From an optimization exercise on the open Yosys and OpenROAD flow, aimed at small area and a short achievable clock period; shortcuts taken in it are not production practice.
Only simulation tests tie the RTL to the original design; equivalence was not proved.
The flow treats the clock pin as an ideal source, which a real chip does not have.

==> flow/design.v, too long to show whole: its modules and the start of the top module <==
// module MultiTop: 20 lines
// module FA: 4 lines
// module HA: 4 lines
// module BENC: 8 lines
// module BENC2: 10 lines
// module INV: 3 lines
// module NOR2: 3 lines
// module ANDN: 3 lines
// module NAND2: 3 lines
// module XOR2: 3 lines
// module AND2: 3 lines
// module AO21: 3 lines
// module XNOR: 3 lines
// module PPSEL: 3 lines
// module Multi: 1188 lines
module MultiTop(
    input             clk,
    input      [31:0] a,
    input      [31:0] b,
    output reg [31:0] prod
);
  // ...
==> flow/flow/run.sh <==
#!/bin/bash
set -euo pipefail
SKEW_CELLS="sky130_fd_sc_hd__clkdlybuf4s15_1" \
  bash standard.sh BUFFER_PORTS_ARGS="-buffer_cell sky130_fd_sc_hd__buf_1" PRE_CTS_TCL="$(pwd)/flow/skew.tcl" CTS_ARGS="-sink_clustering_enable -repair_clock_nets -delay_buffer_derate 0 -no_insertion_delay" finish > standard.log 2>&1
==> flow/flow/skew.tcl <==
set block [ord::get_db_block]
set db [ord::get_db]
set clk [$block findNet clk]
set cells [split $::env(SKEW_CELLS) ","]
set flops {}
set sx 0.0
set sy 0.0
foreach i [$block getInsts] {
  if {[string match "prod*" [$i getName]] && [string match "sky130_fd_sc_hd__df*" [[$i getMaster] getName]]} {
    lappend flops $i
    set bb [$i getBBox]
    set sx [expr {$sx + [$bb xMin]}]
    set sy [expr {$sy + [$bb yMin]}]
  }
}
set nf [llength $flops]
puts "skew: $nf product registers"
if {$nf != 32} { error "skew: expected 32 product registers, found $nf" }
set cx [expr {int($sx / $nf)}]
set cy [expr {int($sy / $nf)}]
set prev $clk
set k 0
foreach c $cells {
  set m [$db findMaster $c]
  if {$m eq "NULL" || $m eq ""} { error "skew: no master $c" }
  set inst [odb::dbInst_create $block $m skew_dly_$k]
  set net [odb::dbNet_create $block clk_prod_$k]
  $net setSigType CLOCK
  [$inst findITerm A] connect $prev
  [$inst findITerm X] connect $net
  $inst setLocation $cx $cy
  $inst setPlacementStatus PLACED
  set prev $net
  incr k
}
foreach i $flops {
  set it [$i findITerm CLK]
  $it disconnect
  $it connect $prev
}
puts "skew: product registers now clocked from [$prev getName] through $k cells"
detailed_placement
==> flow/standard.sh <==
#!/bin/bash
# synth_recipe.tcl (not shown) runs the flow's synth.tcl, then flattens the netlist and writes it again
# the make line also repeats each setting of config.mk as NAME=value (left out here)
make -C /OpenROAD-flow-scripts/flow DESIGN_CONFIG=/design/flow/config.mk WORK_HOME=/design/flow/orfs CLKGATE_MAP_FILE= SYNTH_SCRIPT=/design/flow/synth_recipe.tcl "${@:-finish}"
==> flow/config.mk <==
export PLATFORM = sky130hd
export DESIGN_NAME = MultiTop
export DESIGN_NICKNAME = MultiTop
export VERILOG_FILES = /design/flow/design.v
export SDC_FILE = /design/flow/constraint.sdc
export NUM_CORES = 4
export LEC_CHECK = 0
export CAP_MARGIN = 20
export CORE_MARGIN = 2
export CORE_UTILIZATION = 40
export CTS_BUF_LIST = sky130_fd_sc_hd__clkbuf_8
export SLEW_MARGIN = 72
export SYNTH_HIERARCHICAL = 1
export SYNTH_MINIMUM_KEEP_SIZE = 0
==> flow/constraint.sdc <==
create_clock -name core_clock -period 17.0 [get_ports {clk}]
set_input_delay 3.4000 -clock core_clock [delete_from_list [all_inputs] [get_ports {clk}]]
set_output_delay 3.4000 -clock core_clock [all_outputs]
set_load 0.01 [all_outputs]
==> results.toml, run 1 <==
[global_route]
use_met3_pct = 4.133
grt.overflow.total = 0
grt_max_degree = 34
antenna_found_initial = 0

[routing]
wl_met1_um = 14760
wl_per_cell_um = 21.18
vias_per_cell = 5.736
dr.first_iter.drc_count = 843
vias = 9453

[worst_setup_path]
crit_top_cell = "fa_1"
crit_path_start_kind = "register"
cp_data_required_time_ns = 17.84

[logic_synthesis]
synth-adder-area-share_pct = 36.64
synth-compound-area-share_pct = 17.08
postSynthNetCount = 1409
ys_warn_count = 7
ys_types = 15

[placed_design]
dp_cells = 1622
portBuffers = 96

[layout]
multiInputGateArea_um2 = 10530
inverters = 2

[sta]
finalHoldViolations = 0
worstMarginPinSlew_ns = 0.4144

[min_path]
hp-start = "b_q[0]"

[clocking]
insertion_delay_ns = 0.97
clkTransAtPathRegs_ns = 0.07
cts_setup_buffers = 0
cts_tree = "yes"

[floorplanning]
die-area_um2 = 32290

[outcome]
status = "finished clean"
==> run 2: changes to the inputs <==
--- a/flow/design.v
+++ b/flow/design.v
@@ -46,18 +46,24 @@
     assign neg = b2 & ~(b1 & b0);
 endmodule
 module INV(input a, output y);
     assign y = ~a;
 endmodule
 module NOR2(input a, input b, output y);
     assign y = ~(a | b);
 endmodule
-module ANDN(input a, input b, output y);
-    assign y = a & ~b;
+module BENCN(input b2, input b1, input b0, output onen, output twon, output negn);
+    wire t, onen2, m;
+    XNOR xone(.a(b1), .b(b0), .y(onen));
+    XNOR xone2(.a(b1), .b(b0), .y(onen2));
+    XOR2 xt(.a(b2), .b(b1), .y(t));
+    NAND2 ntwo(.a(t), .b(onen2), .y(twon));
+    NAND2 nm(.a(b1), .b(b0), .y(m));
+    NAND2 nneg(.a(b2), .b(m), .y(negn));
 endmodule
 module NAND2(input a, input b, output y);
     assign y = ~(a & b);
 endmodule
 module XOR2(input a, input b, output y);
     assign y = a ^ b;
 endmodule
 module AND2(input a, input b, output y);
@@ -105,17 +111,18 @@
     wire w401, w402, w403, w404, w405, w406, w407, w408, w409, w410, w411, w412, w413, w414, w415, w416;
     wire w417, w418, w419, w420, w421, w422, w423, w424, w425, w426, w427, w428, w429, w430, w431, w432;
     wire w433, w434, w435, w436, w437, w438, w439, w440, w441, w442, w443, w444, w445, w446, w447, w448;
     wire w449, w450, w451, w452, w453, w454, w455, w456, w457, w458, w459, w460, w461, w462;
     wire a0n;
     INV ia0n(.a(a[0]), .y(a0n));
     wire onen0, onen0b;
     wire twon0 = ~(b[1] & ~b[0]);
-    wire neg0 = b[1];
+    wire negn0;
+    INV ineg0(.a(b[1]), .y(negn0));
     INV ione0(.a(b[0]), .y(onen0));
     assign onen0b = onen0;
     wire twon0b = twon0;
     wire [31:0] xn0;
     XNOR xnor0_0(.a(a[0]), .b(b[1]), .y(xn0[0]));
     XNOR xnor0_1(.a(a[1]), .b(b[1]), .y(xn0[1]));
     XNOR xnor0_2(.a(a[2]), .b(b[1]), .y(xn0[2]));
     XNOR xnor0_3(.a(a[3]), .b(b[1]), .y(xn0[3]));
@@ -146,17 +153,17 @@
     XNOR xnor0_28(.a(a[28]), .b(b[1]), .y(xn0[28]));
     XNOR xnor0_29(.a(a[29]), .b(b[1]), .y(xn0[29]));
     XNOR xnor0_30(.a(a[30]), .b(b[1]), .y(xn0[30]));
     XNOR xnor0_31(.a(a[31]), .b(b[1]), .y(xn0[31]));
     wire xs0 = ~b[1];
     wire [31:0] pp0;
     wire fm0, fc0;
     NOR2 fmn0(.a(onen0), .b(a0n), .y(fm0));
-    ANDN fcn0(.a(neg0), .b(fm0), .y(fc0));
+    NOR2 fcn0(.a(fm0), .b(negn0), .y(fc0));
     assign pp0[0] = fm0;
     PPSEL sel0_1(.onen(onen0), .xn0(xn0[1]), .twon(twon0), .xn1(xn0[0]), .pp(pp0[1]));
     PPSEL sel0_2(.onen(onen0), .xn0(xn0[2]), .twon(twon0), .xn1(xn0[1]), .pp(pp0[2]));
     PPSEL sel0_3(.onen(onen0), .xn0(xn0[3]), .twon(twon0), .xn1(xn0[2]), .pp(pp0[3]));
     PPSEL sel0_4(.onen(onen0), .xn0(xn0[4]), .twon(twon0), .xn1(xn0[3]), .pp(pp0[4]));
     PPSEL sel0_5(.onen(onen0), .xn0(xn0[5]), .twon(twon0), .xn1(xn0[4]), .pp(pp0[5]));
     PPSEL sel0_6(.onen(onen0), .xn0(xn0[6]), .twon(twon0), .xn1(xn0[5]), .pp(pp0[6]));
     PPSEL sel0_7(.onen(onen0), .xn0(xn0[7]), .twon(twon0), .xn1(xn0[6]), .pp(pp0[7]));
@@ -179,18 +186,18 @@
     PPSEL sel0_24(.onen(onen0b), .xn0(xn0[24]), .twon(twon0b), .xn1(xn0[23]), .pp(pp0[24]));
     PPSEL sel0_25(.onen(onen0b), .xn0(xn0[25]), .twon(twon0b), .xn1(xn0[24]), .pp(pp0[25]));
     PPSEL sel0_26(.onen(onen0b), .xn0(xn0[26]), .twon(twon0b), .xn1(xn0[25]), .pp(pp0[26]));
     PPSEL sel0_27(.onen(onen0b), .xn0(xn0[27]), .twon(twon0b), .xn1(xn0[26]), .pp(pp0[27]));
     PPSEL sel0_28(.onen(onen0b), .xn0(xn0[28]), .twon(twon0b), .xn1(xn0[27]), .pp(pp0[28]));
     PPSEL sel0_29(.onen(onen0b), .xn0(xn0[29]), .twon(twon0b), .xn1(xn0[28]), .pp(pp0[29]));
     PPSEL sel0_30(.onen(onen0b), .xn0(xn0[30]), .twon(twon0b), .xn1(xn0[29]), .pp(pp0[30]));
     PPSEL sel0_31(.onen(onen0b), .xn0(xn0[31]), .twon(twon0b), .xn1(xn0[30]), .pp(pp0[31]));
-    wire onen1, twon1, neg1;
-    BENC benc1(.b2(b[3]), .b1(b[2]), .b0(b[1]), .onen(onen1), .twon(twon1), .neg(neg1));
+    wire onen1, twon1, negn1;
+    BENCN benc1(.b2(b[3]), .b1(b[2]), .b0(b[1]), .onen(onen1), .twon(twon1), .negn(negn1));
     wire onen1b = onen1, twon1b = twon1;
     wire [29:0] xn1;
     XNOR xnor1_0(.a(a[0]), .b(b[3]), .y(xn1[0]));
     XNOR xnor1_1(.a(a[1]), .b(b[3]), .y(xn1[1]));
     XNOR xnor1_2(.a(a[2]), .b(b[3]), .y(xn1[2]));
     XNOR xnor1_3(.a(a[3]), .b(b[3]), .y(xn1[3]));
     XNOR xnor1_4(.a(a[4]), .b(b[3]), .y(xn1[4]));
     XNOR xnor1_5(.a(a[5]), .b(b[3]), .y(xn1[5]));
@@ -217,17 +224,17 @@
     XNOR xnor1_26(.a(a[26]), .b(b[3]), .y(xn1[26]));
     XNOR xnor1_27(.a(a[27]), .b(b[3]), .y(xn1[27]));
     XNOR xnor1_28(.a(a[28]), .b(b[3]), .y(xn1[28]));
     XNOR xnor1_29(.a(a[29]), .b(b[3]), .y(xn1[29]));
     wire xs1 = ~b[3];
     wire [29:0] pp1;
     wire fm1, fc1;
     NOR2 fmn1(.a(onen1), .b(a0n), .y(fm1));
-    ANDN fcn1(.a(neg1), .b(fm1), .y(fc1));
+    NOR2 fcn1(.a(fm1), .b(negn1), .y(fc1));
     assign pp1[0] = fm1;
     PPSEL sel1_1(.onen(onen1), .xn0(xn1[1]), .twon(twon1), .xn1(xn1[0]), .pp(pp1[1]));
     PPSEL sel1_2(.onen(onen1), .xn0(xn1[2]), .twon(twon1), .xn1(xn1[1]), .pp(pp1[2]));
     PPSEL sel1_3(.onen(onen1), .xn0(xn1[3]), .twon(twon1), .xn1(xn1[2]), .pp(pp1[3]));
     PPSEL sel1_4(.onen(onen1), .xn0(xn1[4]), .twon(twon1), .xn1(xn1[3]), .pp(pp1[4]));
     PPSEL sel1_5(.onen(onen1), .xn0(xn1[5]), .twon(twon1), .xn1(xn1[4]), .pp(pp1[5]));
     PPSEL sel1_6(.onen(onen1), .xn0(xn1[6]), .twon(twon1), .xn1(xn1[5]), .pp(pp1[6]));
     PPSEL sel1_7(.onen(onen1), .xn0(xn1[7]), .twon(twon1), .xn1(xn1[6]), .pp(pp1[7]));
@@ -248,18 +255,18 @@
     PPSEL sel1_22(.onen(onen1b), .xn0(xn1[22]), .twon(twon1b), .xn1(xn1[21]), .pp(pp1[22]));
     PPSEL sel1_23(.onen(onen1b), .xn0(xn1[23]), .twon(twon1b), .xn1(xn1[22]), .pp(pp1[23]));
     PPSEL sel1_24(.onen(onen1b), .xn0(xn1[24]), .twon(twon1b), .xn1(xn1[23]), .pp(pp1[24]));
     PPSEL sel1_25(.onen(onen1b), .xn0(xn1[25]), .twon(twon1b), .xn1(xn1[24]), .pp(pp1[25]));
     PPSEL sel1_26(.onen(onen1b), .xn0(xn1[26]), .twon(twon1b), .xn1(xn1[25]), .pp(pp1[26]));
     PPSEL sel1_27(.onen(onen1b), .xn0(xn1[27]), .twon(twon1b), .xn1(xn1[26]), .pp(pp1[27]));
     PPSEL sel1_28(.onen(onen1b), .xn0(xn1[28]), .twon(twon1b), .xn1(xn1[27]), .pp(pp1[28]));
     PPSEL sel1_29(.onen(onen1b), .xn0(xn1[29]), .twon(twon1b), .xn1(xn1[28]), .pp(pp1[29]));
-    wire onen2, twon2, neg2;
-    BENC benc2(.b2(b[5]), .b1(b[4]), .b0(b[3]), .onen(onen2), .twon(twon2), .neg(neg2));
+    wire onen2, twon2, negn2;
+    BENCN benc2(.b2(b[5]), .b1(b[4]), .b0(b[3]), .onen(onen2), .twon(twon2), .negn(negn2));
     wire onen2b = onen2, twon2b = twon2;
     wire [27:0] xn2;
     XNOR xnor2_0(.a(a[0]), .b(b[5]), .y(xn2[0]));
     XNOR xnor2_1(.a(a[1]), .b(b[5]), .y(xn2[1]));
     XNOR xnor2_2(.a(a[2]), .b(b[5]), .y(xn2[2]));
     XNOR xnor2_3(.a(a[3]), .b(b[5]), .y(xn2[3]));
     XNOR xnor2_4(.a(a[4]), .b(b[5]), .y(xn2[4]));
     XNOR xnor2_5(.a(a[5]), .b(b[5]), .y(xn2[5]));
@@ -284,17 +291,17 @@
     XNOR xnor2_24(.a(a[24]), .b(b[5]), .y(xn2[24]));
     XNOR xnor2_25(.a(a[25]), .b(b[5]), .y(xn2[25]));
     XNOR xnor2_26(.a(a[26]), .b(b[5]), .y(xn2[26]));
     XNOR xnor2_27(.a(a[27]), .b(b[5]), .y(xn2[27]));
     wire xs2 = ~b[5];
     wire [27:0] pp2;
     wire fm2, fc2;
     NOR2 fmn2(.a(onen2), .b(a0n), .y(fm2));
-    ANDN fcn2(.a(neg2), .b(fm2), .y(fc2));
+    NOR2 fcn2(.a(fm2), .b(negn2), .y(fc2));
     assign pp2[0] = fm2;
     PPSEL sel2_1(.onen(onen2), .xn0(xn2[1]), .twon(twon2), .xn1(xn2[0]), .pp(pp2[1]));
     PPSEL sel2_2(.onen(onen2), .xn0(xn2[2]), .twon(twon2), .xn1(xn2[1]), .pp(pp2[2]));
     PPSEL sel2_3(.onen(onen2), .xn0(xn2[3]), .twon(twon2), .xn1(xn2[2]), .pp(pp2[3]));
     PPSEL sel2_4(.onen(onen2), .xn0(xn2[4]), .twon(twon2), .xn1(xn2[3]), .pp(pp2[4]));
     PPSEL sel2_5(.onen(onen2), .xn0(xn2[5]), .twon(twon2), .xn1(xn2[4]), .pp(pp2[5]));
     PPSEL sel2_6(.onen(onen2), .xn0(xn2[6]), .twon(twon2), .xn1(xn2[5]), .pp(pp2[6]));
     PPSEL sel2_7(.onen(onen2), .xn0(xn2[7]), .twon(twon2), .xn1(xn2[6]), .pp(pp2[7]));
@@ -313,18 +320,18 @@
     PPSEL sel2_20(.onen(onen2b), .xn0(xn2[20]), .twon(twon2b), .xn1(xn2[19]), .pp(pp2[20]));
     PPSEL sel2_21(.onen(onen2b), .xn0(xn2[21]), .twon(twon2b), .xn1(xn2[20]), .pp(pp2[21]));
     PPSEL sel2_22(.onen(onen2b), .xn0(xn2[22]), .twon(twon2b), .xn1(xn2[21]), .pp(pp2[22]));
     PPSEL sel2_23(.onen(onen2b), .xn0(xn2[23]), .twon(twon2b), .xn1(xn2[22]), .pp(pp2[23]));
     PPSEL sel2_24(.onen(onen2b), .xn0(xn2[24]), .twon(twon2b), .xn1(xn2[23]), .pp(pp2[24]));
     PPSEL sel2_25(.onen(onen2b), .xn0(xn2[25]), .twon(twon2b), .xn1(xn2[24]), .pp(pp2[25]));
     PPSEL sel2_26(.onen(onen2b), .xn0(xn2[26]), .twon(twon2b), .xn1(xn2[25]), .pp(pp2[26]));
     PPSEL sel2_27(.onen(onen2b), .xn0(xn2[27]), .twon(twon2b), .xn1(xn2[26]), .pp(pp2[27]));
-    wire onen3, twon3, neg3;
-    BENC benc3(.b2(b[7]), .b1(b[6]), .b0(b[5]), .onen(onen3), .twon(twon3), .neg(neg3));
+    wire onen3, twon3, negn3;
+    BENCN benc3(.b2(b[7]), .b1(b[6]), .b0(b[5]), .onen(onen3), .twon(twon3), .negn(negn3));
     wire onen3b = onen3, twon3b = twon3;
     wire [25:0] xn3;
     XNOR xnor3_0(.a(a[0]), .b(b[7]), .y(xn3[0]));
     XNOR xnor3_1(.a(a[1]), .b(b[7]), .y(xn3[1]));
     XNOR xnor3_2(.a(a[2]), .b(b[7]), .y(xn3[2]));
     XNOR xnor3_3(.a(a[3]), .b(b[7]), .y(xn3[3]));
     XNOR xnor3_4(.a(a[4]), .b(b[7]), .y(xn3[4]));
     XNOR xnor3_5(.a(a[5]), .b(b[7]), .y(xn3[5]));
@@ -347,17 +354,17 @@
     XNOR xnor3_22(.a(a[22]), .b(b[7]), .y(xn3[22]));
     XNOR xnor3_23(.a(a[23]), .b(b[7]), .y(xn3[23]));
     XNOR xnor3_24(.a(a[24]), .b(b[7]), .y(xn3[24]));
     XNOR xnor3_25(.a(a[25]), .b(b[7]), .y(xn3[25]));
     wire xs3 = ~b[7];
     wire [25:0] pp3;
     wire fm3, fc3;
     NOR2 fmn3(.a(onen3), .b(a0n), .y(fm3));
-    ANDN fcn3(.a(neg3), .b(fm3), .y(fc3));
+    NOR2 fcn3(.a(fm3), .b(negn3), .y(fc3));
     assign pp3[0] = fm3;
     PPSEL sel3_1(.onen(onen3), .xn0(xn3[1]), .twon(twon3), .xn1(xn3[0]), .pp(pp3[1]));
     PPSEL sel3_2(.onen(onen3), .xn0(xn3[2]), .twon(twon3), .xn1(xn3[1]), .pp(pp3[2]));
     PPSEL sel3_3(.onen(onen3), .xn0(xn3[3]), .twon(twon3), .xn1(xn3[2]), .pp(pp3[3]));
     PPSEL sel3_4(.onen(onen3), .xn0(xn3[4]), .twon(twon3), .xn1(xn3[3]), .pp(pp3[4]));
     PPSEL sel3_5(.onen(onen3), .xn0(xn3[5]), .twon(twon3), .xn1(xn3[4]), .pp(pp3[5]));
     PPSEL sel3_6(.onen(onen3), .xn0(xn3[6]), .twon(twon3), .xn1(xn3[5]), .pp(pp3[6]));
     PPSEL sel3_7(.onen(onen3), .xn0(xn3[7]), .twon(twon3), .xn1(xn3[6]), .pp(pp3[7]));
@@ -374,18 +381,18 @@
     PPSEL sel3_18(.onen(onen3b), .xn0(xn3[18]), .twon(twon3b), .xn1(xn3[17]), .pp(pp3[18]));
     PPSEL sel3_19(.onen(onen3b), .xn0(xn3[19]), .twon(twon3b), .xn1(xn3[18]), .pp(pp3[19]));
     PPSEL sel3_20(.onen(onen3b), .xn0(xn3[20]), .twon(twon3b), .xn1(xn3[19]), .pp(pp3[20]));
     PPSEL sel3_21(.onen(onen3b), .xn0(xn3[21]), .twon(twon3b), .xn1(xn3[20]), .pp(pp3[21]));
     PPSEL sel3_22(.onen(onen3b), .xn0(xn3[22]), .twon(twon3b), .xn1(xn3[21]), .pp(pp3[22]));
     PPSEL sel3_23(.onen(onen3b), .xn0(xn3[23]), .twon(twon3b), .xn1(xn3[22]), .pp(pp3[23]));
     PPSEL sel3_24(.onen(onen3b), .xn0(xn3[24]), .twon(twon3b), .xn1(xn3[23]), .pp(pp3[24]));
     PPSEL sel3_25(.onen(onen3b), .xn0(xn3[25]), .twon(twon3b), .xn1(xn3[24]), .pp(pp3[25]));
-    wire onen4, twon4, neg4;
-    BENC benc4(.b2(b[9]), .b1(b[8]), .b0(b[7]), .onen(onen4), .twon(twon4), .neg(neg4));
+    wire onen4, twon4, negn4;
+    BENCN benc4(.b2(b[9]), .b1(b[8]), .b0(b[7]), .onen(onen4), .twon(twon4), .negn(negn4));
     wire onen4b = onen4, twon4b = twon4;
     wire [23:0] xn4;
     XNOR xnor4_0(.a(a[0]), .b(b[9]), .y(xn4[0]));
     XNOR xnor4_1(.a(a[1]), .b(b[9]), .y(xn4[1]));
     XNOR xnor4_2(.a(a[2]), .b(b[9]), .y(xn4[2]));
     XNOR xnor4_3(.a(a[3]), .b(b[9]), .y(xn4[3]));
     XNOR xnor4_4(.a(a[4]), .b(b[9]), .y(xn4[4]));
     XNOR xnor4_5(.a(a[5]), .b(b[9]), .y(xn4[5]));
@@ -406,17 +413,17 @@
     XNOR xnor4_20(.a(a[20]), .b(b[9]), .y(xn4[20]));
     XNOR xnor4_21(.a(a[21]), .b(b[9]), .y(xn4[21]));
     XNOR xnor4_22(.a(a[22]), .b(b[9]), .y(xn4[22]));
     XNOR xnor4_23(.a(a[23]), .b(b[9]), .y(xn4[23]));
     wire xs4 = ~b[9];
     wire [23:0] pp4;
     wire fm4, fc4;
     NOR2 fmn4(.a(onen4), .b(a0n), .y(fm4));
-    ANDN fcn4(.a(neg4), .b(fm4), .y(fc4));
+    NOR2 fcn4(.a(fm4), .b(negn4), .y(fc4));
     assign pp4[0] = fm4;
     PPSEL sel4_1(.onen(onen4), .xn0(xn4[1]), .twon(twon4), .xn1(xn4[0]), .pp(pp4[1]));
     PPSEL sel4_2(.onen(onen4), .xn0(xn4[2]), .twon(twon4), .xn1(xn4[1]), .pp(pp4[2]));
     PPSEL sel4_3(.onen(onen4), .xn0(xn4[3]), .twon(twon4), .xn1(xn4[2]), .pp(pp4[3]));
     PPSEL sel4_4(.onen(onen4), .xn0(xn4[4]), .twon(twon4), .xn1(xn4[3]), .pp(pp4[4]));
     PPSEL sel4_5(.onen(onen4), .xn0(xn4[5]), .twon(twon4), .xn1(xn4[4]), .pp(pp4[5]));
     PPSEL sel4_6(.onen(onen4), .xn0(xn4[6]), .twon(twon4), .xn1(xn4[5]), .pp(pp4[6]));
     PPSEL sel4_7(.onen(onen4), .xn0(xn4[7]), .twon(twon4), .xn1(xn4[6]), .pp(pp4[7]));
@@ -431,18 +438,18 @@
     PPSEL sel4_16(.onen(onen4b), .xn0(xn4[16]), .twon(twon4b), .xn1(xn4[15]), .pp(pp4[16]));
     PPSEL sel4_17(.onen(onen4b), .xn0(xn4[17]), .twon(twon4b), .xn1(xn4[16]), .pp(pp4[17]));
     PPSEL sel4_18(.onen(onen4b), .xn0(xn4[18]), .twon(twon4b), .xn1(xn4[17]), .pp(pp4[18]));
     PPSEL sel4_19(.onen(onen4b), .xn0(xn4[19]), .twon(twon4b), .xn1(xn4[18]), .pp(pp4[19]));
     PPSEL sel4_20(.onen(onen4b), .xn0(xn4[20]), .twon(twon4b), .xn1(xn4[19]), .pp(pp4[20]));
     PPSEL sel4_21(.onen(onen4b), .xn0(xn4[21]), .twon(twon4b), .xn1(xn4[20]), .pp(pp4[21]));
     PPSEL sel4_22(.onen(onen4b), .xn0(xn4[22]), .twon(twon4b), .xn1(xn4[21]), .pp(pp4[22]));
     PPSEL sel4_23(.onen(onen4b), .xn0(xn4[23]), .twon(twon4b), .xn1(xn4[22]), .pp(pp4[23]));
-    wire onen5, twon5, neg5;
-    BENC benc5(.b2(b[11]), .b1(b[10]), .b0(b[9]), .onen(onen5), .twon(twon5), .neg(neg5));
+    wire onen5, twon5, negn5;
+    BENCN benc5(.b2(b[11]), .b1(b[10]), .b0(b[9]), .onen(onen5), .twon(twon5), .negn(negn5));
     wire onen5b = onen5, twon5b = twon5;
     wire [21:0] xn5;
     XNOR xnor5_0(.a(a[0]), .b(b[11]), .y(xn5[0]));
     XNOR xnor5_1(.a(a[1]), .b(b[11]), .y(xn5[1]));
     XNOR xnor5_2(.a(a[2]), .b(b[11]), .y(xn5[2]));
     XNOR xnor5_3(.a(a[3]), .b(b[11]), .y(xn5[3]));
     XNOR xnor5_4(.a(a[4]), .b(b[11]), .y(xn5[4]));
     XNOR xnor5_5(.a(a[5]), .b(b[11]), .y(xn5[5]));
@@ -461,17 +468,17 @@
     XNOR xnor5_18(.a(a[18]), .b(b[11]), .y(xn5[18]));
     XNOR xnor5_19(.a(a[19]), .b(b[11]), .y(xn5[19]));
     XNOR xnor5_20(.a(a[20]), .b(b[11]), .y(xn5[20]));
     XNOR xnor5_21(.a(a[21]), .b(b[11]), .y(xn5[21]));
     wire xs5 = ~b[11];
     wire [21:0] pp5;
     wire fm5, fc5;
     NOR2 fmn5(.a(onen5), .b(a0n), .y(fm5));
-    ANDN fcn5(.a(neg5), .b(fm5), .y(fc5));
+    NOR2 fcn5(.a(fm5), .b(negn5), .y(fc5));
     assign pp5[0] = fm5;
     PPSEL sel5_1(.onen(onen5), .xn0(xn5[1]), .twon(twon5), .xn1(xn5[0]), .pp(pp5[1]));
     PPSEL sel5_2(.onen(onen5), .xn0(xn5[2]), .twon(twon5), .xn1(xn5[1]), .pp(pp5[2]));
     PPSEL sel5_3(.onen(onen5), .xn0(xn5[3]), .twon(twon5), .xn1(xn5[2]), .pp(pp5[3]));
     PPSEL sel5_4(.onen(onen5), .xn0(xn5[4]), .twon(twon5), .xn1(xn5[3]), .pp(pp5[4]));
     PPSEL sel5_5(.onen(onen5), .xn0(xn5[5]), .twon(twon5), .xn1(xn5[4]), .pp(pp5[5]));
     PPSEL sel5_6(.onen(onen5), .xn0(xn5[6]), .twon(twon5), .xn1(xn5[5]), .pp(pp5[6]));
     PPSEL sel5_7(.onen(onen5), .xn0(xn5[7]), .twon(twon5), .xn1(xn5[6]), .pp(pp5[7]));
@@ -484,18 +491,18 @@
     PPSEL sel5_14(.onen(onen5b), .xn0(xn5[14]), .twon(twon5b), .xn1(xn5[13]), .pp(pp5[14]));
     PPSEL sel5_15(.onen(onen5b), .xn0(xn5[15]), .twon(twon5b), .xn1(xn5[14]), .pp(pp5[15]));
     PPSEL sel5_16(.onen(onen5b), .xn0(xn5[16]), .twon(twon5b), .xn1(xn5[15]), .pp(pp5[16]));
     PPSEL sel5_17(.onen(onen5b), .xn0(xn5[17]), .twon(twon5b), .xn1(xn5[16]), .pp(pp5[17]));
     PPSEL sel5_18(.onen(onen5b), .xn0(xn5[18]), .twon(twon5b), .xn1(xn5[17]), .pp(pp5[18]));
     PPSEL sel5_19(.onen(onen5b), .xn0(xn5[19]), .twon(twon5b), .xn1(xn5[18]), .pp(pp5[19]));
     PPSEL sel5_20(.onen(onen5b), .xn0(xn5[20]), .twon(twon5b), .xn1(xn5[19]), .pp(pp5[20]));
     PPSEL sel5_21(.onen(onen5b), .xn0(xn5[21]), .twon(twon5b), .xn1(xn5[20]), .pp(pp5[21]));
-    wire onen6, twon6, neg6;
-    BENC benc6(.b2(b[13]), .b1(b[12]), .b0(b[11]), .onen(onen6), .twon(twon6), .neg(neg6));
+    wire onen6, twon6, negn6;
+    BENCN benc6(.b2(b[13]), .b1(b[12]), .b0(b[11]), .onen(onen6), .twon(twon6), .negn(negn6));
     wire onen6b = onen6, twon6b = twon6;
     wire [19:0] xn6;
     XNOR xnor6_0(.a(a[0]), .b(b[13]), .y(xn6[0]));
     XNOR xnor6_1(.a(a[1]), .b(b[13]), .y(xn6[1]));
     XNOR xnor6_2(.a(a[2]), .b(b[13]), .y(xn6[2]));
     XNOR xnor6_3(.a(a[3]), .b(b[13]), .y(xn6[3]));
     XNOR xnor6_4(.a(a[4]), .b(b[13]), .y(xn6[4]));
     XNOR xnor6_5(.a(a[5]), .b(b[13]), .y(xn6[5]));
@@ -512,17 +519,17 @@
     XNOR xnor6_16(.a(a[16]), .b(b[13]), .y(xn6[16]));
     XNOR xnor6_17(.a(a[17]), .b(b[13]), .y(xn6[17]));
     XNOR xnor6_18(.a(a[18]), .b(b[13]), .y(xn6[18]));
     XNOR xnor6_19(.a(a[19]), .b(b[13]), .y(xn6[19]));
     wire xs6 = ~b[13];
     wire [19:0] pp6;
     wire fm6, fc6;
     NOR2 fmn6(.a(onen6), .b(a0n), .y(fm6));
-    ANDN fcn6(.a(neg6), .b(fm6), .y(fc6));
+    NOR2 fcn6(.a(fm6), .b(negn6), .y(fc6));
     assign pp6[0] = fm6;
     PPSEL sel6_1(.onen(onen6), .xn0(xn6[1]), .twon(twon6), .xn1(xn6[0]), .pp(pp6[1]));
     PPSEL sel6_2(.onen(onen6), .xn0(xn6[2]), .twon(twon6), .xn1(xn6[1]), .pp(pp6[2]));
     PPSEL sel6_3(.onen(onen6), .xn0(xn6[3]), .twon(twon6), .xn1(xn6[2]), .pp(pp6[3]));
     PPSEL sel6_4(.onen(onen6), .xn0(xn6[4]), .twon(twon6), .xn1(xn6[3]), .pp(pp6[4]));
     PPSEL sel6_5(.onen(onen6), .xn0(xn6[5]), .twon(twon6), .xn1(xn6[4]), .pp(pp6[5]));
     PPSEL sel6_6(.onen(onen6), .xn0(xn6[6]), .twon(twon6), .xn1(xn6[5]), .pp(pp6[6]));
     PPSEL sel6_7(.onen(onen6), .xn0(xn6[7]), .twon(twon6), .xn1(xn6[6]), .pp(pp6[7]));
@@ -533,18 +540,18 @@
     PPSEL sel6_12(.onen(onen6b), .xn0(xn6[12]), .twon(twon6b), .xn1(xn6[11]), .pp(pp6[12]));
     PPSEL sel6_13(.onen(onen6b), .xn0(xn6[13]), .twon(twon6b), .xn1(xn6[12]), .pp(pp6[13]));
     PPSEL sel6_14(.onen(onen6b), .xn0(xn6[14]), .twon(twon6b), .xn1(xn6[13]), .pp(pp6[14]));
     PPSEL sel6_15(.onen(onen6b), .xn0(xn6[15]), .twon(twon6b), .xn1(xn6[14]), .pp(pp6[15]));
     PPSEL sel6_16(.onen(onen6b), .xn0(xn6[16]), .twon(twon6b), .xn1(xn6[15]), .pp(pp6[16]));
     PPSEL sel6_17(.onen(onen6b), .xn0(xn6[17]), .twon(twon6b), .xn1(xn6[16]), .pp(pp6[17]));
     PPSEL sel6_18(.onen(onen6b), .xn0(xn6[18]), .twon(twon6b), .xn1(xn6[17]), .pp(pp6[18]));
     PPSEL sel6_19(.onen(onen6b), .xn0(xn6[19]), .twon(twon6b), .xn1(xn6[18]), .pp(pp6[19]));
-    wire onen7, twon7, neg7;
-    BENC benc7(.b2(b[15]), .b1(b[14]), .b0(b[13]), .onen(onen7), .twon(twon7), .neg(neg7));
+    wire onen7, twon7, negn7;
+    BENCN benc7(.b2(b[15]), .b1(b[14]), .b0(b[13]), .onen(onen7), .twon(twon7), .negn(negn7));
     wire onen7b = onen7, twon7b = twon7;
     wire [17:0] xn7;
     XNOR xnor7_0(.a(a[0]), .b(b[15]), .y(xn7[0]));
     XNOR xnor7_1(.a(a[1]), .b(b[15]), .y(xn7[1]));
     XNOR xnor7_2(.a(a[2]), .b(b[15]), .y(xn7[2]));
     XNOR xnor7_3(.a(a[3]), .b(b[15]), .y(xn7[3]));
     XNOR xnor7_4(.a(a[4]), .b(b[15]), .y(xn7[4]));
     XNOR xnor7_5(.a(a[5]), .b(b[15]), .y(xn7[5]));
@@ -559,17 +566,17 @@
     XNOR xnor7_14(.a(a[14]), .b(b[15]), .y(xn7[14]));
     XNOR xnor7_15(.a(a[15]), .b(b[15]), .y(xn7[15]));
     XNOR xnor7_16(.a(a[16]), .b(b[15]), .y(xn7[16]));
     XNOR xnor7_17(.a(a[17]), .b(b[15]), .y(xn7[17]));
     wire xs7 = ~b[15];
     wire [17:0] pp7;
     wire fm7, fc7;
     NOR2 fmn7(.a(onen7), .b(a0n), .y(fm7));
-    ANDN fcn7(.a(neg7), .b(fm7), .y(fc7));
+    NOR2 fcn7(.a(fm7), .b(negn7), .y(fc7));
     assign pp7[0] = fm7;
     PPSEL sel7_1(.onen(onen7), .xn0(xn7[1]), .twon(twon7), .xn1(xn7[0]), .pp(pp7[1]));
     PPSEL sel7_2(.onen(onen7), .xn0(xn7[2]), .twon(twon7), .xn1(xn7[1]), .pp(pp7[2]));
     PPSEL sel7_3(.onen(onen7), .xn0(xn7[3]), .twon(twon7), .xn1(xn7[2]), .pp(pp7[3]));
     PPSEL sel7_4(.onen(onen7), .xn0(xn7[4]), .twon(twon7), .xn1(xn7[3]), .pp(pp7[4]));
     PPSEL sel7_5(.onen(onen7), .xn0(xn7[5]), .twon(twon7), .xn1(xn7[4]), .pp(pp7[5]));
     PPSEL sel7_6(.onen(onen7), .xn0(xn7[6]), .twon(twon7), .xn1(xn7[5]), .pp(pp7[6]));
     PPSEL sel7_7(.onen(onen7), .xn0(xn7[7]), .twon(twon7), .xn1(xn7[6]), .pp(pp7[7]));
@@ -578,18 +585,18 @@
     PPSEL sel7_10(.onen(onen7b), .xn0(xn7[10]), .twon(twon7b), .xn1(xn7[9]), .pp(pp7[10]));
     PPSEL sel7_11(.onen(onen7b), .xn0(xn7[11]), .twon(twon7b), .xn1(xn7[10]), .pp(pp7[11]));
     PPSEL sel7_12(.onen(onen7b), .xn0(xn7[12]), .twon(twon7b), .xn1(xn7[11]), .pp(pp7[12]));
     PPSEL sel7_13(.onen(onen7b), .xn0(xn7[13]), .twon(twon7b), .xn1(xn7[12]), .pp(pp7[13]));
     PPSEL sel7_14(.onen(onen7b), .xn0(xn7[14]), .twon(twon7b), .xn1(xn7[13]), .pp(pp7[14]));
     PPSEL sel7_15(.onen(onen7b), .xn0(xn7[15]), .twon(twon7b), .xn1(xn7[14]), .pp(pp7[15]));
     PPSEL sel7_16(.onen(onen7b), .xn0(xn7[16]), .twon(twon7b), .xn1(xn7[15]), .pp(pp7[16]));
     PPSEL sel7_17(.onen(onen7b), .xn0(xn7[17]), .twon(twon7b), .xn1(xn7[16]), .pp(pp7[17]));
-    wire onen8, twon8, neg8;
-    BENC benc8(.b2(b[17]), .b1(b[16]), .b0(b[15]), .onen(onen8), .twon(twon8), .neg(neg8));
+    wire onen8, twon8, negn8;
+    BENCN benc8(.b2(b[17]), .b1(b[16]), .b0(b[15]), .onen(onen8), .twon(twon8), .negn(negn8));
     wire onen8b = onen8, twon8b = twon8;
     wire [15:0] xn8;
     XNOR xnor8_0(.a(a[0]), .b(b[17]), .y(xn8[0]));
     XNOR xnor8_1(.a(a[1]), .b(b[17]), .y(xn8[1]));
     XNOR xnor8_2(.a(a[2]), .b(b[17]), .y(xn8[2]));
     XNOR xnor8_3(.a(a[3]), .b(b[17]), .y(xn8[3]));
     XNOR xnor8_4(.a(a[4]), .b(b[17]), .y(xn8[4]));
     XNOR xnor8_5(.a(a[5]), .b(b[17]), .y(xn8[5]));
@@ -602,35 +609,35 @@
     XNOR xnor8_12(.a(a[12]), .b(b[17]), .y(xn8[12]));
     XNOR xnor8_13(.a(a[13]), .b(b[17]), .y(xn8[13]));
     XNOR xnor8_14(.a(a[14]), .b(b[17]), .y(xn8[14]));
     XNOR xnor8_15(.a(a[15]), .b(b[17]), .y(xn8[15]));
     wire xs8 = ~b[17];
     wire [15:0] pp8;
     wire fm8, fc8;
     NOR2 fmn8(.a(onen8), .b(a0n), .y(fm8));
-    ANDN fcn8(.a(neg8), .b(fm8), .y(fc8));
+    NOR2 fcn8(.a(fm8), .b(negn8), .y(fc8));
     assign pp8[0] = fm8;
     PPSEL sel8_1(.onen(onen8), .xn0(xn8[1]), .twon(twon8), .xn1(xn8[0]), .pp(pp8[1]));
     PPSEL sel8_2(.onen(onen8), .xn0(xn8[2]), .twon(twon8), .xn1(xn8[1]), .pp(pp8[2]));
     PPSEL sel8_3(.onen(onen8), .xn0(xn8[3]), .twon(twon8), .xn1(xn8[2]), .pp(pp8[3]));
     PPSEL sel8_4(.onen(onen8), .xn0(xn8[4]), .twon(twon8), .xn1(xn8[3]), .pp(pp8[4]));
     PPSEL sel8_5(.onen(onen8), .xn0(xn8[5]), .twon(twon8), .xn1(xn8[4]), .pp(pp8[5]));
     PPSEL sel8_6(.onen(onen8), .xn0(xn8[6]), .twon(twon8), .xn1(xn8[5]), .pp(pp8[6]));
     PPSEL sel8_7(.onen(onen8), .xn0(xn8[7]), .twon(twon8), .xn1(xn8[6]), .pp(pp8[7]));
     PPSEL sel8_8(.onen(onen8b), .xn0(xn8[8]), .twon(twon8b), .xn1(xn8[7]), .pp(pp8[8]));
     PPSEL sel8_9(.onen(onen8b), .xn0(xn8[9]), .twon(twon8b), .xn1(xn8[8]), .pp(pp8[9]));
     PPSEL sel8_10(.onen(onen8b), .xn0(xn8[10]), .twon(twon8b), .xn1(xn8[9]), .pp(pp8[10]));
     PPSEL sel8_11(.onen(onen8b), .xn0(xn8[11]), .twon(twon8b), .xn1(xn8[10]), .pp(pp8[11]));
     PPSEL sel8_12(.onen(onen8b), .xn0(xn8[12]), .twon(twon8b), .xn1(xn8[11]), .pp(pp8[12]));
     PPSEL sel8_13(.onen(onen8b), .xn0(xn8[13]), .twon(twon8b), .xn1(xn8[12]), .pp(pp8[13]));
     PPSEL sel8_14(.onen(onen8b), .xn0(xn8[14]), .twon(twon8b), .xn1(xn8[13]), .pp(pp8[14]));
     PPSEL sel8_15(.onen(onen8b), .xn0(xn8[15]), .twon(twon8b), .xn1(xn8[14]), .pp(pp8[15]));
-    wire onen9, twon9, neg9;
-    BENC benc9(.b2(b[19]), .b1(b[18]), .b0(b[17]), .onen(onen9), .twon(twon9), .neg(neg9));
+    wire onen9, twon9, negn9;
+    BENCN benc9(.b2(b[19]), .b1(b[18]), .b0(b[17]), .onen(onen9), .twon(twon9), .negn(negn9));
     wire onen9b = onen9, twon9b = twon9;
     wire [13:0] xn9;
     XNOR xnor9_0(.a(a[0]), .b(b[19]), .y(xn9[0]));
     XNOR xnor9_1(.a(a[1]), .b(b[19]), .y(xn9[1]));
     XNOR xnor9_2(.a(a[2]), .b(b[19]), .y(xn9[2]));
     XNOR xnor9_3(.a(a[3]), .b(b[19]), .y(xn9[3]));
     XNOR xnor9_4(.a(a[4]), .b(b[19]), .y(xn9[4]));
     XNOR xnor9_5(.a(a[5]), .b(b[19]), .y(xn9[5]));
@@ -641,33 +648,33 @@
     XNOR xnor9_10(.a(a[10]), .b(b[19]), .y(xn9[10]));
     XNOR xnor9_11(.a(a[11]), .b(b[19]), .y(xn9[11]));
     XNOR xnor9_12(.a(a[12]), .b(b[19]), .y(xn9[12]));
     XNOR xnor9_13(.a(a[13]), .b(b[19]), .y(xn9[13]));
     wire xs9 = ~b[19];
     wire [13:0] pp9;
     wire fm9, fc9;
     NOR2 fmn9(.a(onen9), .b(a0n), .y(fm9));
-    ANDN fcn9(.a(neg9), .b(fm9), .y(fc9));
+    NOR2 fcn9(.a(fm9), .b(negn9), .y(fc9));
     assign pp9[0] = fm9;
     PPSEL sel9_1(.onen(onen9), .xn0(xn9[1]), .twon(twon9), .xn1(xn9[0]), .pp(pp9[1]));
     PPSEL sel9_2(.onen(onen9), .xn0(xn9[2]), .twon(twon9), .xn1(xn9[1]), .pp(pp9[2]));
     PPSEL sel9_3(.onen(onen9), .xn0(xn9[3]), .twon(twon9), .xn1(xn9[2]), .pp(pp9[3]));
     PPSEL sel9_4(.onen(onen9), .xn0(xn9[4]), .twon(twon9), .xn1(xn9[3]), .pp(pp9[4]));
     PPSEL sel9_5(.onen(onen9), .xn0(xn9[5]), .twon(twon9), .xn1(xn9[4]), .pp(pp9[5]));
     PPSEL sel9_6(.onen(onen9), .xn0(xn9[6]), .twon(twon9), .xn1(xn9[5]), .pp(pp9[6]));
     PPSEL sel9_7(.onen(onen9b), .xn0(xn9[7]), .twon(twon9b), .xn1(xn9[6]), .pp(pp9[7]));
     PPSEL sel9_8(.onen(onen9b), .xn0(xn9[8]), .twon(twon9b), .xn1(xn9[7]), .pp(pp9[8]));
     PPSEL sel9_9(.onen(onen9b), .xn0(xn9[9]), .twon(twon9b), .xn1(xn9[8]), .pp(pp9[9]));
     PPSEL sel9_10(.onen(onen9b), .xn0(xn9[10]), .twon(twon9b), .xn1(xn9[9]), .pp(pp9[10]));
     PPSEL sel9_11(.onen(onen9b), .xn0(xn9[11]), .twon(twon9b), .xn1(xn9[10]), .pp(pp9[11]));
     PPSEL sel9_12(.onen(onen9b), .xn0(xn9[12]), .twon(twon9b), .xn1(xn9[11]), .pp(pp9[12]));
     PPSEL sel9_13(.onen(onen9b), .xn0(xn9[13]), .twon(twon9b), .xn1(xn9[12]), .pp(pp9[13]));
-    wire onen10, twon10, neg10;
-    BENC benc10(.b2(b[21]), .b1(b[20]), .b0(b[19]), .onen(onen10), .twon(twon10), .neg(neg10));
+    wire onen10, twon10, negn10;
+    BENCN benc10(.b2(b[21]), .b1(b[20]), .b0(b[19]), .onen(onen10), .twon(twon10), .negn(negn10));
     wire onen10b = onen10, twon10b = twon10;
     wire [11:0] xn10;
     XNOR xnor10_0(.a(a[0]), .b(b[21]), .y(xn10[0]));
     XNOR xnor10_1(.a(a[1]), .b(b[21]), .y(xn10[1]));
     XNOR xnor10_2(.a(a[2]), .b(b[21]), .y(xn10[2]));
     XNOR xnor10_3(.a(a[3]), .b(b[21]), .y(xn10[3]));
     XNOR xnor10_4(.a(a[4]), .b(b[21]), .y(xn10[4]));
     XNOR xnor10_5(.a(a[5]), .b(b[21]), .y(xn10[5]));
@@ -676,132 +683,132 @@
     XNOR xnor10_8(.a(a[8]), .b(b[21]), .y(xn10[8]));
     XNOR xnor10_9(.a(a[9]), .b(b[21]), .y(xn10[9]));
     XNOR xnor10_10(.a(a[10]), .b(b[21]), .y(xn10[10]));
     XNOR xnor10_11(.a(a[11]), .b(b[21]), .y(xn10[11]));
     wire xs10 = ~b[21];
     wire [11:0] pp10;
     wire fm10, fc10;
     NOR2 fmn10(.a(onen10), .b(a0n), .y(fm10));
-    ANDN fcn10(.a(neg10), .b(fm10), .y(fc10));
+    NOR2 fcn10(.a(fm10), .b(negn10), .y(fc10));
     assign pp10[0] = fm10;
     PPSEL sel10_1(.onen(onen10), .xn0(xn10[1]), .twon(twon10), .xn1(xn10[0]), .pp(pp10[1]));
     PPSEL sel10_2(.onen(onen10), .xn0(xn10[2]), .twon(twon10), .xn1(xn10[1]), .pp(pp10[2]));
     PPSEL sel10_3(.onen(onen10), .xn0(xn10[3]), .twon(twon10), .xn1(xn10[2]), .pp(pp10[3]));
     PPSEL sel10_4(.onen(onen10), .xn0(xn10[4]), .twon(twon10), .xn1(xn10[3]), .pp(pp10[4]));
     PPSEL sel10_5(.onen(onen10), .xn0(xn10[5]), .twon(twon10), .xn1(xn10[4]), .pp(pp10[5]));
     PPSEL sel10_6(.onen(onen10b), .xn0(xn10[6]), .twon(twon10b), .xn1(xn10[5]), .pp(pp10[6]));
     PPSEL sel10_7(.onen(onen10b), .xn0(xn10[7]), .twon(twon10b), .xn1(xn10[6]), .pp(pp10[7]));
     PPSEL sel10_8(.onen(onen10b), .xn0(xn10[8]), .twon(twon10b), .xn1(xn10[7]), .pp(pp10[8]));
     PPSEL sel10_9(.onen(onen10b), .xn0(xn10[9]), .twon(twon10b), .xn1(xn10[8]), .pp(pp10[9]));
     PPSEL sel10_10(.onen(onen10b), .xn0(xn10[10]), .twon(twon10b), .xn1(xn10[9]), .pp(pp10[10]));
     PPSEL sel10_11(.onen(onen10b), .xn0(xn10[11]), .twon(twon10b), .xn1(xn10[10]), .pp(pp10[11]));
-    wire onen11, twon11, neg11;
-    BENC benc11(.b2(b[23]), .b1(b[22]), .b0(b[21]), .onen(onen11), .twon(twon11), .neg(neg11));
+    wire onen11, twon11, negn11;
+    BENCN benc11(.b2(b[23]), .b1(b[22]), .b0(b[21]), .onen(onen11), .twon(twon11), .negn(negn11));
     wire onen11b = onen11, twon11b = twon11;
     wire [9:0] xn11;
     XNOR xnor11_0(.a(a[0]), .b(b[23]), .y(xn11[0]));
     XNOR xnor11_1(.a(a[1]), .b(b[23]), .y(xn11[1]));
     XNOR xnor11_2(.a(a[2]), .b(b[23]), .y(xn11[2]));
     XNOR xnor11_3(.a(a[3]), .b(b[23]), .y(xn11[3]));
     XNOR xnor11_4(.a(a[4]), .b(b[23]), .y(xn11[4]));
     XNOR xnor11_5(.a(a[5]), .b(b[23]), .y(xn11[5]));
     XNOR xnor11_6(.a(a[6]), .b(b[23]), .y(xn11[6]));
     XNOR xnor11_7(.a(a[7]), .b(b[23]), .y(xn11[7]));
     XNOR xnor11_8(.a(a[8]), .b(b[23]), .y(xn11[8]));
     XNOR xnor11_9(.a(a[9]), .b(b[23]), .y(xn11[9]));
     wire xs11 = ~b[23];
     wire [9:0] pp11;
     wire fm11, fc11;
     NOR2 fmn11(.a(onen11), .b(a0n), .y(fm11));
-    ANDN fcn11(.a(neg11), .b(fm11), .y(fc11));
+    NOR2 fcn11(.a(fm11), .b(negn11), .y(fc11));
     assign pp11[0] = fm11;
     PPSEL sel11_1(.onen(onen11), .xn0(xn11[1]), .twon(twon11), .xn1(xn11[0]), .pp(pp11[1]));
     PPSEL sel11_2(.onen(onen11), .xn0(xn11[2]), .twon(twon11), .xn1(xn11[1]), .pp(pp11[2]));
     PPSEL sel11_3(.onen(onen11), .xn0(xn11[3]), .twon(twon11), .xn1(xn11[2]), .pp(pp11[3]));
     PPSEL sel11_4(.onen(onen11), .xn0(xn11[4]), .twon(twon11), .xn1(xn11[3]), .pp(pp11[4]));
     PPSEL sel11_5(.onen(onen11b), .xn0(xn11[5]), .twon(twon11b), .xn1(xn11[4]), .pp(pp11[5]));
     PPSEL sel11_6(.onen(onen11b), .xn0(xn11[6]), .twon(twon11b), .xn1(xn11[5]), .pp(pp11[6]));
     PPSEL sel11_7(.onen(onen11b), .xn0(xn11[7]), .twon(twon11b), .xn1(xn11[6]), .pp(pp11[7]));
     PPSEL sel11_8(.onen(onen11b), .xn0(xn11[8]), .twon(twon11b), .xn1(xn11[7]), .pp(pp11[8]));
     PPSEL sel11_9(.onen(onen11b), .xn0(xn11[9]), .twon(twon11b), .xn1(xn11[8]), .pp(pp11[9]));
-    wire onen12, twon12, neg12;
-    BENC benc12(.b2(b[25]), .b1(b[24]), .b0(b[23]), .onen(onen12), .twon(twon12), .neg(neg12));
+    wire onen12, twon12, negn12;
+    BENCN benc12(.b2(b[25]), .b1(b[24]), .b0(b[23]), .onen(onen12), .twon(twon12), .negn(negn12));
     wire onen12b = onen12, twon12b = twon12;
     wire [7:0] xn12;
     XNOR xnor12_0(.a(a[0]), .b(b[25]), .y(xn12[0]));
     XNOR xnor12_1(.a(a[1]), .b(b[25]), .y(xn12[1]));
     XNOR xnor12_2(.a(a[2]), .b(b[25]), .y(xn12[2]));
     XNOR xnor12_3(.a(a[3]), .b(b[25]), .y(xn12[3]));
     XNOR xnor12_4(.a(a[4]), .b(b[25]), .y(xn12[4]));
     XNOR xnor12_5(.a(a[5]), .b(b[25]), .y(xn12[5]));
     XNOR xnor12_6(.a(a[6]), .b(b[25]), .y(xn12[6]));
     XNOR xnor12_7(.a(a[7]), .b(b[25]), .y(xn12[7]));
     wire xs12 = ~b[25];
     wire [7:0] pp12;
     wire fm12, fc12;
     NOR2 fmn12(.a(onen12), .b(a0n), .y(fm12));
-    ANDN fcn12(.a(neg12), .b(fm12), .y(fc12));
+    NOR2 fcn12(.a(fm12), .b(negn12), .y(fc12));
     assign pp12[0] = fm12;
     PPSEL sel12_1(.onen(onen12), .xn0(xn12[1]), .twon(twon12), .xn1(xn12[0]), .pp(pp12[1]));
     PPSEL sel12_2(.onen(onen12), .xn0(xn12[2]), .twon(twon12), .xn1(xn12[1]), .pp(pp12[2]));
     PPSEL sel12_3(.onen(onen12), .xn0(xn12[3]), .twon(twon12), .xn1(xn12[2]), .pp(pp12[3]));
     PPSEL sel12_4(.onen(onen12b), .xn0(xn12[4]), .twon(twon12b), .xn1(xn12[3]), .pp(pp12[4]));
     PPSEL sel12_5(.onen(onen12b), .xn0(xn12[5]), .twon(twon12b), .xn1(xn12[4]), .pp(pp12[5]));
     PPSEL sel12_6(.onen(onen12b), .xn0(xn12[6]), .twon(twon12b), .xn1(xn12[5]), .pp(pp12[6]));
     PPSEL sel12_7(.onen(onen12b), .xn0(xn12[7]), .twon(twon12b), .xn1(xn12[6]), .pp(pp12[7]));
-    wire onen13, twon13, neg13;
-    BENC benc13(.b2(b[27]), .b1(b[26]), .b0(b[25]), .onen(onen13), .twon(twon13), .neg(neg13));
+    wire onen13, twon13, negn13;
+    BENCN benc13(.b2(b[27]), .b1(b[26]), .b0(b[25]), .onen(onen13), .twon(twon13), .negn(negn13));
     wire onen13b = onen13, twon13b = twon13;
     wire [5:0] xn13;
     XNOR xnor13_0(.a(a[0]), .b(b[27]), .y(xn13[0]));
     XNOR xnor13_1(.a(a[1]), .b(b[27]), .y(xn13[1]));
     XNOR xnor13_2(.a(a[2]), .b(b[27]), .y(xn13[2]));
     XNOR xnor13_3(.a(a[3]), .b(b[27]), .y(xn13[3]));
     XNOR xnor13_4(.a(a[4]), .b(b[27]), .y(xn13[4]));
     XNOR xnor13_5(.a(a[5]), .b(b[27]), .y(xn13[5]));
     wire xs13 = ~b[27];
     wire [5:0] pp13;
     wire fm13, fc13;
     NOR2 fmn13(.a(onen13), .b(a0n), .y(fm13));
-    ANDN fcn13(.a(neg13), .b(fm13), .y(fc13));
+    NOR2 fcn13(.a(fm13), .b(negn13), .y(fc13));
     assign pp13[0] = fm13;
     PPSEL sel13_1(.onen(onen13), .xn0(xn13[1]), .twon(twon13), .xn1(xn13[0]), .pp(pp13[1]));
     PPSEL sel13_2(.onen(onen13), .xn0(xn13[2]), .twon(twon13), .xn1(xn13[1]), .pp(pp13[2]));
     PPSEL sel13_3(.onen(onen13b), .xn0(xn13[3]), .twon(twon13b), .xn1(xn13[2]), .pp(pp13[3]));
     PPSEL sel13_4(.onen(onen13b), .xn0(xn13[4]), .twon(twon13b), .xn1(xn13[3]), .pp(pp13[4]));
     PPSEL sel13_5(.onen(onen13b), .xn0(xn13[5]), .twon(twon13b), .xn1(xn13[4]), .pp(pp13[5]));
-    wire onen14, twon14, neg14;
-    BENC benc14(.b2(b[29]), .b1(b[28]), .b0(b[27]), .onen(onen14), .twon(twon14), .neg(neg14));
+    wire onen14, twon14, negn14;
+    BENCN benc14(.b2(b[29]), .b1(b[28]), .b0(b[27]), .onen(onen14), .twon(twon14), .negn(negn14));
     wire onen14b = onen14, twon14b = twon14;
     wire [3:0] xn14;
     XNOR xnor14_0(.a(a[0]), .b(b[29]), .y(xn14[0]));
     XNOR xnor14_1(.a(a[1]), .b(b[29]), .y(xn14[1]));
     XNOR xnor14_2(.a(a[2]), .b(b[29]), .y(xn14[2]));
     XNOR xnor14_3(.a(a[3]), .b(b[29]), .y(xn14[3]));
     wire xs14 = ~b[29];
     wire [3:0] pp14;
     wire fm14, fc14;
     NOR2 fmn14(.a(onen14), .b(a0n), .y(fm14));
-    ANDN fcn14(.a(neg14), .b(fm14), .y(fc14));
+    NOR2 fcn14(.a(fm14), .b(negn14), .y(fc14));
     assign pp14[0] = fm14;
     PPSEL sel14_1(.onen(onen14), .xn0(xn14[1]), .twon(twon14), .xn1(xn14[0]), .pp(pp14[1]));
     PPSEL sel14_2(.onen(onen14b), .xn0(xn14[2]), .twon(twon14b), .xn1(xn14[1]), .pp(pp14[2]));
     PPSEL sel14_3(.onen(onen14b), .xn0(xn14[3]), .twon(twon14b), .xn1(xn14[2]), .pp(pp14[3]));
-    wire onen15, twon15, neg15;
-    BENC benc15(.b2(b[31]), .b1(b[30]), .b0(b[29]), .onen(onen15), .twon(twon15), .neg(neg15));
+    wire onen15, twon15, negn15;
+    BENCN benc15(.b2(b[31]), .b1(b[30]), .b0(b[29]), .onen(onen15), .twon(twon15), .negn(negn15));
     wire onen15b = onen15, twon15b = twon15;
     wire [1:0] xn15;
     XNOR xnor15_0(.a(a[0]), .b(b[31]), .y(xn15[0]));
     XNOR xnor15_1(.a(a[1]), .b(b[31]), .y(xn15[1]));
     wire xs15 = ~b[31];
     wire [1:0] pp15;
     wire fm15, fc15;
     NOR2 fmn15(.a(onen15), .b(a0n), .y(fm15));
-    ANDN fcn15(.a(neg15), .b(fm15), .y(fc15));
+    NOR2 fcn15(.a(fm15), .b(negn15), .y(fc15));
     assign pp15[0] = fm15;
     PPSEL sel15_1(.onen(onen15b), .xn0(xn15[1]), .twon(twon15b), .xn1(xn15[0]), .pp(pp15[1]));
     HA ha1(.a(pp0[1]), .b(fc0), .s(w1), .co(w2));
     FA fa1(.a(pp1[0]), .b(pp0[2]), .c(w2), .s(w3), .co(w4));
     FA fa2(.a(pp0[3]), .b(pp1[1]), .c(fc1), .s(w5), .co(w6));
     HA ha2(.a(w5), .b(w4), .s(w7), .co(w8));
     FA fa3(.a(pp2[0]), .b(pp0[4]), .c(pp1[2]), .s(w9), .co(w10));
     FA fa4(.a(w9), .b(w6), .c(w8), .s(w11), .co(w12));
==> flow/flow/run.sh (replaced) <==
#!/bin/bash
# The standard layout (the standard.sh, standard synthesis included), with these changes:
# - buffer_ports puts buf_1 cells on the ports rather than clkdlybuf4s50_1 delay cells;
# - CTS runs without latency balancing between the two clock nets (-delay_buffer_derate 0
#   -no_insertion_delay), so that it keeps that skew rather than padding the other registers'
#   clock to match it.
# The make output goes to standard.log; ORFS keeps each step's own log under orfs/logs/.
set -euo pipefail
SKEW_CELLS="sky130_fd_sc_hd__clkdlybuf4s18_1" \
  bash standard.sh BUFFER_PORTS_ARGS="-buffer_cell sky130_fd_sc_hd__buf_1" \
    PRE_CTS_TCL="$(pwd)/flow/skew.tcl" \
    CTS_ARGS="-sink_clustering_enable -repair_clock_nets -delay_buffer_derate 0 -no_insertion_delay" \
    finish > standard.log 2>&1
==> flow/config.mk (replaced) <==
export PLATFORM = sky130hd
export DESIGN_NAME = MultiTop
export DESIGN_NICKNAME = MultiTop
export VERILOG_FILES = /design/flow/design.v
export SDC_FILE = /design/flow/constraint.sdc
export NUM_CORES = 4
export LEC_CHECK = 0
export CAP_MARGIN = 20
export CORE_MARGIN = 2
export CORE_UTILIZATION = 40
export SLEW_MARGIN = 72
export SYNTH_HIERARCHICAL = 1
export SYNTH_MINIMUM_KEEP_SIZE = 0
==> run 2 against run 1 <==
Effect of this change:
- utilization increased by 0.31 points
- via count increased by 0.19%
- critical path type unchanged
- still clean on timing, DRC and antenna
- flip-flop and latch count unchanged
- wire length decreased by 2.6%
- design area decreased by 1.9%
- critical path depth unchanged
- largest cell class unchanged
==> results.toml, run 2 <==
[logic_synthesis]
synth_seq_cells = 96
synth_top_cell_area_share_pct = 33.16
postSynthAreaPerCell_um2 = 10.84
ys_warn_count = 7
synth_edf_count = 0
synth.most_common_cell = "xnor2_1"
ys_types = 13
yosys-top-cells-count = "xnor2_1, o22ai_1, fa_1"
async_flop_share_pct = 0
synth_area_um2 = 12130
ys.flop_type = "dfxtp_1"
synth-seq-area-share_pct = 15.84
postSynthNetCount = 1425
yosys-top-cells-area = "fa_1, xnor2_1, dfxtp_1"
netlist.top_cell.by_area = "fa_1"
netlist_instances = 1119

[placed_design]
portBuffers = 96
place_area_um2 = 13420
hpwl_um = 25840
gp_congestion = 0.8967
dp_cells = 1631

[worst_setup_path]
r2r_cells = 16
cp_data_required_time_ns = 17.85
end_kind = "register"
critPathLaunch = "b_q[7]"
crit_path_start_kind = "register"
endpoint = "prod[31]"
worstPathArrival_ns = 5.73
r2r_start = "b_q[7]"
worst-r2r-setup-slack_ns = 12.13
worstPathMaxFanout = 31
critPathKind = "reg -> reg"
reg2reg_to = "prod[31]"

[sta]
finalSetupTns_ns = 0
finalHoldViolations = 0
slew_headroom_pct = 71.39
fmax_mhz = 205.1
setup_viol_count_final = 0
post-route-period-util_pct = 28.68
drv_slew = 0
worstMarginPinSlew_ns = 0.4291
period_minus_slack_ns = 4.875
rsz0062_at_grt = "false"
finClkSkew_ns = 0.6218

[layout]
fin_nets = 1566
final_cell_mix = "xnor2_1, o22ai_1, fa_1"
final_common_cell = "xnor2_1"
areaGrowthSynthToFinish_pct = 15.02
n_antenna_cell = 0
drive_gt1_share_pct = 8.360
largest_registers = "a_q: 32 flops, b_q: 32 flops, prod: 32 flops"
fillerInstances = 2796
postLayoutCellArea_um2 = 13960
fin_cells = 1658

[global_route]
grt_pass1_wl_um = 53810
grt_pass1_vias = 9545
gr-usage-all-layers_pct = 22.64
antenna_found_initial = 0
grt_max_degree = 34
grt.overflow.total = 0

[clocking]
cts_tree = "yes"
cts_hold_buf = 0
clkTransAtPathRegs_ns = 0.07
ctsResizeCount = 0
cts_setup_buffers = 0
insertion_delay_ns = 0.98

[floorplanning]
start_util_pct = 40.83
die_y_um = 178.2
rows = 63
pin_count = 97
die-area_um2 = 31740
die_width_um = 178.2
core-area_um2 = 29720

[routing]
vias = 9471
wl_per_cell_um = 20.51
dr.first_iter.drc_count = 776
wl_um = 34010
first_pass_iters = 5
antenna_left = 0
vias_per_cell = 5.712
drc = 0

[outcome]
status = "finished clean"

[flow_run]
drv_cap = 0

[min_path]
min_path_type = "reg -> reg"
## run 2: cell count changes in the layout (fill, tap and decap cells not counted), moves of 3 or more
cell,delta
nor2_1,+20
a21boi_2,-15
nor2b_4,-16
dfxtp_2,+3
nand2_1,+30
nor2_2,-4
## run 2: cells by family after synthesis
group | share of synthesized area [%]
buffers and inverters | 0.5259
AND/OR/NAND/NOR | 3.516
AO/OA/AOI/OAI | 15.98
XOR/XNOR | 26.85
flip-flops | 15.84
adder cells (fa/ha/maj) | 37.29
## run 2: through the flow
stage / util, % / setup slack, ns / hold WS [ns]
4_1_cts: 46.81 / 12.11 / 0.07864
3_3_place_gp: 44.18 / 10.85 / 0.9544
2_1_floorplan: - / 10.55 / 0.9143
3_5_place_dp: 45.17 / 11.53 / 0.6951
5_1_grt: 46.97 / 11.88 / 0.1278
6_report: 46.97 / 12.13 / 0.1230
## run 2: worst max-delay path: stages (launching register included)
cell and delay, ns:
dfxtp_1 0.32, buf_6 0.32, xor2_1 0.27, nand2_4 0.23, o22ai_1 0.30, fa_1 0.50
fa_1 0.46, fa_1 0.52, fa_1 0.43, fa_1 0.40, fa_1 0.46, ha_1 0.33
and2_1 0.18, and2_1 0.15, and2_1 0.15, a21o_1 0.18, xor2_1 0.15
## run 2: how the worst min path moves through the flow
stage | startpoint | cells after the start | endpoint
CTS | b_q[0] | 2 | prod[0]
finish | b_q[0] | 2 | prod[0]
global placement | b_q[2] | 5 | prod[3]
detailed placement | b_q[0] | 2 | prod[0]
floorplan | b_q[0] | 3 | prod[0]
global route | b_q[0] | 2 | prod[0]
## run 2: metal layers
layer / GRT usage [%] / part of all wire, %
met5: 0 / 0
met1: 30.47 / 42
met2: 35.92 / 46
met4: 8.299 / 3.1
met3: 4.902 / 9.1
## run 2: final cells by class, clock buffers not listed
cell class / count / area, um2 / share of cell area, %
repair buffers: 131 / 690.7 / 4.948
flip-flops and latches: 96 / 1981 / 14.19
multi-input cells: 1013 / 10290 / 73.76
plain buffers: 1 / 10.01 / 0.07172
well taps: 390 / 488.0 / 3.496
clock inverters: 10 / 126.4 / 0.9054
inverters: 3 / 16.27 / 0.1165
## run 2: Yosys stat by module, one instance, submodules excluded, excerpt
module	cells	cell area, um2	flops+latches	times used
AND2	1	6.256	0	21
XOR2	1	8.758	0	70
AO21	1	7.507	0	45
Multi	8	58.81	0	1
NOR2	1	3.754	0	32
NAND2	1	3.754	0	45

## afterwards: timing with drivers on the ports
How much do the figures lean on ideal ports? The routed layouts below were timed once more, with nothing changed but the port constraints. Step 1, drivers: a clkbuf_16 drives clk and a buf_2 each remaining input, both assumed. Step 2, shift: input delay + t, output delay - t, t = (earliest + latest rising clock arrival at the registers) / 2. This alone moves slack from input paths to output paths. a / b / c = ideal ports / drivers / drivers and shift; a / b = the first two.
run	shift t [ns]	slack for setup (ns)	worst setup path after step 2	latest minus earliest clock arrival (ns)	worst slew at a driven data input, ns	pins driven straight from the clock port
run 1	0.706	12.136 / 12.113 / 12.136	register to register	0.626 / 0.626	0.05	1
run 2	0.719	12.125 / 12.096 / 12.125	register to register	0.623 / 0.622	0.04	1
In run 1 and run 2 the clock reaches the registers at very different times; t lies between them, and the last value is a rough guide only.
